From an optimization exercise on the open Yosys and OpenROAD flow, aimed at small area, a short achievable clock period and few clock cycles; shortcuts taken in it are not production practice. RTL that was checked went through simulation tests only; none was proved equivalent to the original.

// BAS
module BAS(input clk, input reset, input [8:0]count, input [8:0]seed1, input [8:0]seed2, input [15:0]xi, input [15:0]yi, input [15:0]P, input [15:0]E, output [15:0]xo, output [15:0]yo, output [15:0]fo, output [31:0]clk_cnt, output reg done);
    reg [15:0] x, y, p, e;
    reg [14:0] f;
    reg [8:0] cnt, itc;
    reg [2:0] ph;
    reg ini, run;
    wire ph0 = ph == 3'd0, ph1 = ph == 3'd1, ph2 = ph == 3'd2;
    wire ph3 = ph == 3'd3, ph4 = ph == 3'd4, ph5 = ph == 3'd5;
    wire [15:0] dx, dy;
    twin_lfsr lfsr(clk, reset, ph1, seed1, seed2, dx, dy);
    wire useE = ph0 | ph1;
    wire useY = ph5 | ph1;
    wire [15:0] ma = useE ? e : p;
    wire [15:0] d = useY ? dy : dx;
    wire [15:0] mp;
    Bfloat16_mul m1(ma, {1'b0, d[14:0]}, mp);
    reg [14:0] opa, opb, opc;            
    reg q1, q2, i1, i2;
    reg [14:0] fr;
    reg [15:0] x1, y1;
    reg sg, acc0;
    wire last = (itc + 9'd1 == cnt);
    wire pe = ph0 | ph1;
    wire nz = pe ? (p[14:0] != 15'd0) : (e[14:0] != 15'd0);
    wire neg = ph1 | ph3 | ((ph4 | ph5) & sg);
    wire [14:0] ox = pe ? opa : opc;
    wire [15:0] sx = {nz & ((pe ? p[15] ^ dx[15] : e[15]) ^ neg), ox};
    wire [15:0] sy = {nz & ((pe ? p[15] ^ dy[15] : e[15]) ^ neg), opb};
    wire [15:0] ax, ay;
    bf_add_slow a1(x, sx, ini, ax);
    bf_add_slow a2(y, sy, ini, ay);
    wire issue = run & (ph0 | ph1 | ph2 | ph3);
    wire [15:0] u, v;
    fitness_lin lin(x1, y1, u, v);
    reg [15:0] u2, v2;
    wire [14:0] fs;
    fitness_sq sq(u2, v2, fs);
    wire le = fs <= f;
    wire t0 = q2 & ph4, t1 = q2 & ph5;
    wire take = t1 & (sg ? le : acc0);   
    always @(posedge clk) begin
        if (ph4) opa <= mp[14:0];
        if (ph0) opc <= mp[14:0];
  ...
Size in the first run: roughly 3600 cells after synthesis, about 250 flip-flops, roughly 170 I/O pins, about 24000 um2 of cells after synthesis.
==> module bf_add_slow, before the edit <==
module bf_add_slow(input [15:0] c, input [15:0] d, input byp, output [15:0] sum);
    wire [15:0] cmpc;
    assign cmpc[0] = 1'b1;
    genvar k;
    generate for (k = 0; k < 15; k = k + 1) begin : cm
        assign cmpc[k+1] = (c[k] & ~d[k]) | (c[k] & cmpc[k]) | (~d[k] & cmpc[k]);
    end endgenerate
    wire cbig = cmpc[15] | byp;
    wire [15:0] b = cbig ? c : d;
    wire [15:0] s = cbig ? d : c;
    wire [7:0] ed; wire edc;
    radd8 r1(b[14:7], ~s[14:7], 1'b1, ed, edc);
    wire [7:0] ns = (byp || ed[7:3] != 5'd0) ? 8'd0 : ({1'b1, s[6:0]} >> ed[2:0]);
    wire [7:0] nb = {1'b1, b[6:0]};
    wire sub = (c[15] ^ d[15]) & !byp;
    wire [7:0] rr; wire rco;
    radd8 r2(nb, sub ? ~ns : ns, sub, rr, rco);
    wire [8:0] r = {rco & !sub, rr};
    reg [2:0] pos;
    always @(*) begin
        casez (r[7:1])
            7'b1??????: pos = 3'd0;
            7'b01?????: pos = 3'd1;
            7'b001????: pos = 3'd2;
            7'b0001???: pos = 3'd3;
            7'b00001??: pos = 3'd4;
            7'b000001?: pos = 3'd5;
            7'b0000001: pos = 3'd6;
            default:    pos = 3'd7;
        endcase
    end
    wire [7:0] sh = r[7:0] << pos;
    wire [7:0] einc, edec; wire ic, dc;
    radd8 r3(b[14:7], 8'd0, 1'b1, einc, ic);
    radd8 r4(b[14:7], ~{5'd0, pos}, 1'b1, edec, dc);
    wire [15:0] addres = r[8] ? {b[15], einc, r[7:1]} : {b[15], b[14:7], r[6:0]};
    wire [15:0] subres = (r[7:0] == 8'd0) ? 16'd0 :
                         {b[15], edec, (pos == 3'd7) ? 7'd0 : sh[6:0]};
    assign sum = sub ? subres : addres;
endmodule
==> module BAS, before the edit <==
module BAS(input clk, input reset, input [8:0]count, input [8:0]seed1, input [8:0]seed2, input [15:0]xi, input [15:0]yi, input [15:0]P, input [15:0]E, output [15:0]xo, output [15:0]yo, output [15:0]fo, output [31:0]clk_cnt, output reg done);
    reg [15:0] x, y, p, e;
    reg [14:0] f;
    reg [8:0] cnt, itc;
    reg [2:0] ph;
    reg ini, run;
    wire ph0 = ph == 3'd0, ph1 = ph == 3'd1, ph2 = ph == 3'd2;
    wire ph3 = ph == 3'd3, ph4 = ph == 3'd4, ph5 = ph == 3'd5;
    wire [15:0] dx, dy;
    twin_lfsr lfsr(clk, reset, ph1, seed1, seed2, dx, dy);
    wire useE = ph0 | ph1;
    wire useY = ph5 | ph1;
    wire [15:0] ma = useE ? e : p;
    wire [15:0] d = useY ? dy : dx;
    wire [15:0] mp;
    Bfloat16_mul m1(ma, {1'b0, d[14:0]}, mp);
    reg [14:0] opa, opb, opc;            
    reg q1, q2, i1, i2;
    reg [14:0] fr;
    reg [15:0] x1, y1;
    reg sg, acc0;
    wire last = (itc + 9'd1 == cnt);
    wire pe = ph0 | ph1;
    wire nz = pe ? (p[14:0] != 15'd0) : (e[14:0] != 15'd0);
    wire neg = ph1 | ph3 | ((ph4 | ph5) & sg);
    wire [14:0] ox = pe ? opa : opc;
    wire [15:0] sx = {nz & ((pe ? p[15] ^ dx[15] : e[15]) ^ neg), ox};
    wire [15:0] sy = {nz & ((pe ? p[15] ^ dy[15] : e[15]) ^ neg), opb};
    wire [15:0] ax, ay;
    bf_add_slow a1(x, sx, ini, ax);
    bf_add_slow a2(y, sy, ini, ay);
    wire issue = run & (ph0 | ph1 | ph2 | ph3);
    wire [15:0] u, v;
    fitness_lin lin(x1, y1, u, v);
    reg [15:0] u2, v2;
    wire [14:0] fs;
    fitness_sq sq(u2, v2, fs);
    wire le = fs <= f;
    wire t0 = q2 & ph4, t1 = q2 & ph5;
    wire take = t1 & (sg ? le : acc0);   
    always @(posedge clk) begin
        if (ph4) opa <= mp[14:0];
        if (ph0) opc <= mp[14:0];
        if (ph5 | ph1) opb <= mp[14:0];
        x1 <= ax;
        y1 <= ay;
        u2 <= u;
        v2 <= v;
        if (ph2) fr <= fs;
        if (ph3) sg <= !(fr > fs);
        if (ph4) acc0 <= le;
        if (i2 || (t0 && !sg || t1 && sg) && le) f <= fs;
        if (reset) begin
            x <= xi;
            y <= yi;
            p <= P;
            e <= E;
            cnt <= count;
            itc <= 9'd0;
            ph <= 3'd4;
            ini <= 1'b1;
            run <= count != 9'd0;
            done <= 1'b0;
            q1 <= 1'b0;
            q2 <= 1'b0;
            i1 <= 1'b0;
            i2 <= 1'b0;
        end else begin
            ini <= 1'b0;
            q1 <= issue;
            q2 <= q1;
            i1 <= ini;
            i2 <= i1;
            ph <= ph5 ? 3'd0 : ph + 3'd1;
            if (i2 && !run) done <= 1'b1;
            if (take) begin
                x <= x1;
                y <= y1;
            end
            if (t1) begin
                itc <= itc + 9'd1;
                if (last) begin
                    done <= 1'b1;
                    run <= 1'b0;
                end
            end
        end
    end
    assign xo = x;
    assign yo = y;
    assign fo = {1'b0, f};
    assign clk_cnt = {23'd0, itc};
endmodule
clock: 72.0 ns
lec_check: 0
abc_area: 1
cap_margin: 20
core_margin: 2
core_utilization: 60
slew_margin: 20
standard.sh (not shown) runs the stock make flow with config.mk's settings and CLKGATE_MAP_FILE= SYNTH_SCRIPT=/design/flow/synth_recipe.tcl, a recipe that flattens the netlist after the stock synthesis.
==> flow/flow/run.sh <==
#!/bin/bash
# The standard layout, except:
# - synthesis maps all the logic with the ABC script flow/area.abc, in place
#   of ORFS's area script and without first mapping adders to full/half-adder
#   cells (ADDER_MAP_FILE empty); otherwise synth_recipe.tcl unchanged;
# - plain buf_1 cells as the port buffers;
# - timing repair aiming at 56.2 ns of setup slack.
set -euo pipefail
W=$PWD
cat > "$W/flow_synth.tcl" <<TCL
proc abc {args} {
  set i [lsearch -exact \$args -script]
  if {\$i >= 0} { lset args [expr {\$i + 1}] $W/flow/area.abc }
  yosys abc {*}\$args
}
source $W/synth_recipe.tcl
TCL
bash standard.sh "SYNTH_SCRIPT=$W/flow_synth.tcl" ADDER_MAP_FILE= "BUFFER_PORTS_ARGS=-buffer_cell sky130_fd_sc_hd__buf_1" SETUP_SLACK_MARGIN=56.2 finish > standard.log 2>&1
==> flow/flow/area.abc <==
strash
ifraig
dc2
dch -f
amap
topo
stime -c
buffer -c
upsize -c
dnsize -c
Testbench counts at the start, summed over its fixed seeds: cycles 288,264.
Change:
--- a/flow/design.v
+++ b/flow/design.v
@@ -48,9 +48,9 @@
     wire [7:0] ed; wire edc;
     radd8 r1(b[14:7], ~s[14:7], 1'b1, ed, edc);
     wire [7:0] ns = (byp || ed[7:3] != 5'd0) ? 8'd0 : ({1'b1, s[6:0]} >> ed[2:0]);
     wire [7:0] nb = {1'b1, b[6:0]};
-    wire sub = (c[15] ^ d[15]) & !byp;
+    wire sub = c[15] ^ d[15];
     wire [7:0] rr; wire rco;
     radd8 r2(nb, sub ? ~ns : ns, sub, rr, rco);
     wire [8:0] r = {rco & !sub, rr};
     reg [2:0] pos;
@@ -325,43 +325,44 @@
     wire [15:0] d = useY ? dy : dx;
     wire [15:0] mp;
     Bfloat16_mul m1(ma, {1'b0, d[14:0]}, mp);
     reg [14:0] opa, opb, opc;            
-    reg q1, q2, i1, i2;
-    reg [14:0] fr;
+    reg q1, q2, q3, i1, i2, i3;
+    reg [14:0] f3;
     reg [15:0] x1, y1;
     reg sg, acc0;
+    wire le = f3 <= f;
+    wire fin = q3 & ph0;                 
+    wire upd = fin & (sg ? le : acc0);   
     wire last = (itc + 9'd1 == cnt);
+    wire [15:0] xs = upd ? x1 : x;
+    wire [15:0] ys = upd ? y1 : y;
     wire pe = ph0 | ph1;
     wire nz = pe ? (p[14:0] != 15'd0) : (e[14:0] != 15'd0);
-    wire neg = ph1 | ph3 | ((ph4 | ph5) & sg);
+    wire neg = ph1 | ph3 | (ph5 & sg);
     wire [14:0] ox = pe ? opa : opc;
     wire [15:0] sx = {nz & ((pe ? p[15] ^ dx[15] : e[15]) ^ neg), ox};
     wire [15:0] sy = {nz & ((pe ? p[15] ^ dy[15] : e[15]) ^ neg), opb};
     wire [15:0] ax, ay;
-    bf_add_slow a1(x, sx, ini, ax);
-    bf_add_slow a2(y, sy, ini, ay);
+    bf_add_slow a1(xs, sx, ini, ax);
+    bf_add_slow a2(ys, sy, ini, ay);
     wire issue = run & (ph0 | ph1 | ph2 | ph3);
     wire [15:0] u, v;
     fitness_lin lin(x1, y1, u, v);
     reg [15:0] u2, v2;
     wire [14:0] fs;
     fitness_sq sq(u2, v2, fs);
-    wire le = fs <= f;
-    wire t0 = q2 & ph4, t1 = q2 & ph5;
-    wire take = t1 & (sg ? le : acc0);   
     always @(posedge clk) begin
         if (ph4) opa <= mp[14:0];
         if (ph0) opc <= mp[14:0];
         if (ph5 | ph1) opb <= mp[14:0];
         x1 <= ax;
         y1 <= ay;
         u2 <= u;
         v2 <= v;
-        if (ph2) fr <= fs;
-        if (ph3) sg <= !(fr > fs);
-        if (ph4) acc0 <= le;
-        if (i2 || (t0 && !sg || t1 && sg) && le) f <= fs;
+        f3 <= fs;
+        if (ph3) sg <= !(f3 > fs);
+        if (ph5) acc0 <= le;
         if (reset) begin
             x <= xi;
             y <= yi;
             p <= P;
@@ -373,23 +374,29 @@
             run <= count != 9'd0;
             done <= 1'b0;
             q1 <= 1'b0;
             q2 <= 1'b0;
+            q3 <= 1'b0;
             i1 <= 1'b0;
             i2 <= 1'b0;
+            i3 <= 1'b0;
         end else begin
             ini <= 1'b0;
             q1 <= issue;
             q2 <= q1;
+            q3 <= q2;
             i1 <= ini;
             i2 <= i1;
+            i3 <= i2;
             ph <= ph5 ? 3'd0 : ph + 3'd1;
-            if (i2 && !run) done <= 1'b1;
-            if (take) begin
-                x <= x1;
-                y <= y1;
+            if (i3) begin
+                f <= f3;
+                if (!run) done <= 1'b1;
             end
-            if (t1) begin
+            if (q3 && (ph5 && !sg || ph0 && sg) && le) f <= f3;
+            if (fin) begin
+                x <= xs;
+                y <= ys;
                 itc <= itc + 9'd1;
                 if (last) begin
                     done <= 1'b1;
                     run <= 1'b0;
What happened: Setup slack gains 150 ps; register-to-register slack loses 290 ps; global-route usage grows by 0.21 points; non-clock buffer count shrinks by 5; wire length grows by about 1.3%; clock skew shrinks by 33 ps.
Function not checked in the second run of this note: the RTL went through the layout flow alone.

re-timing with driven ports:
The flow's constraints put no driver on any port. The routed layouts listed below were extracted and timed again, unchanged, in two steps. Step 1 assumes that a clkbuf_16 drives the clock port and a buf_2 every other input. Step 2, shift: input delay + t, output delay - t, t = (earliest + latest rising clock arrival at the registers) / 2. This alone moves slack from input paths to output paths. a / b / c = ideal ports / drivers / drivers and shift; a / b = the first two.
run | t, ns | setup slack, ns | worst setup path at the end | worst data-port slew with drivers (ns)
the first run | 0.625 | 56.253 / 56.196 / 55.924 | input to register | 0.09
the second run | 0.626 | 56.401 / 56.343 / 55.823 | input to register | 0.06
After both steps every run listed still meets setup and hold. For the second run, which loses most, drivers alone change the setup slack by -0.058 ns; drivers and shift together by -0.578 ns.
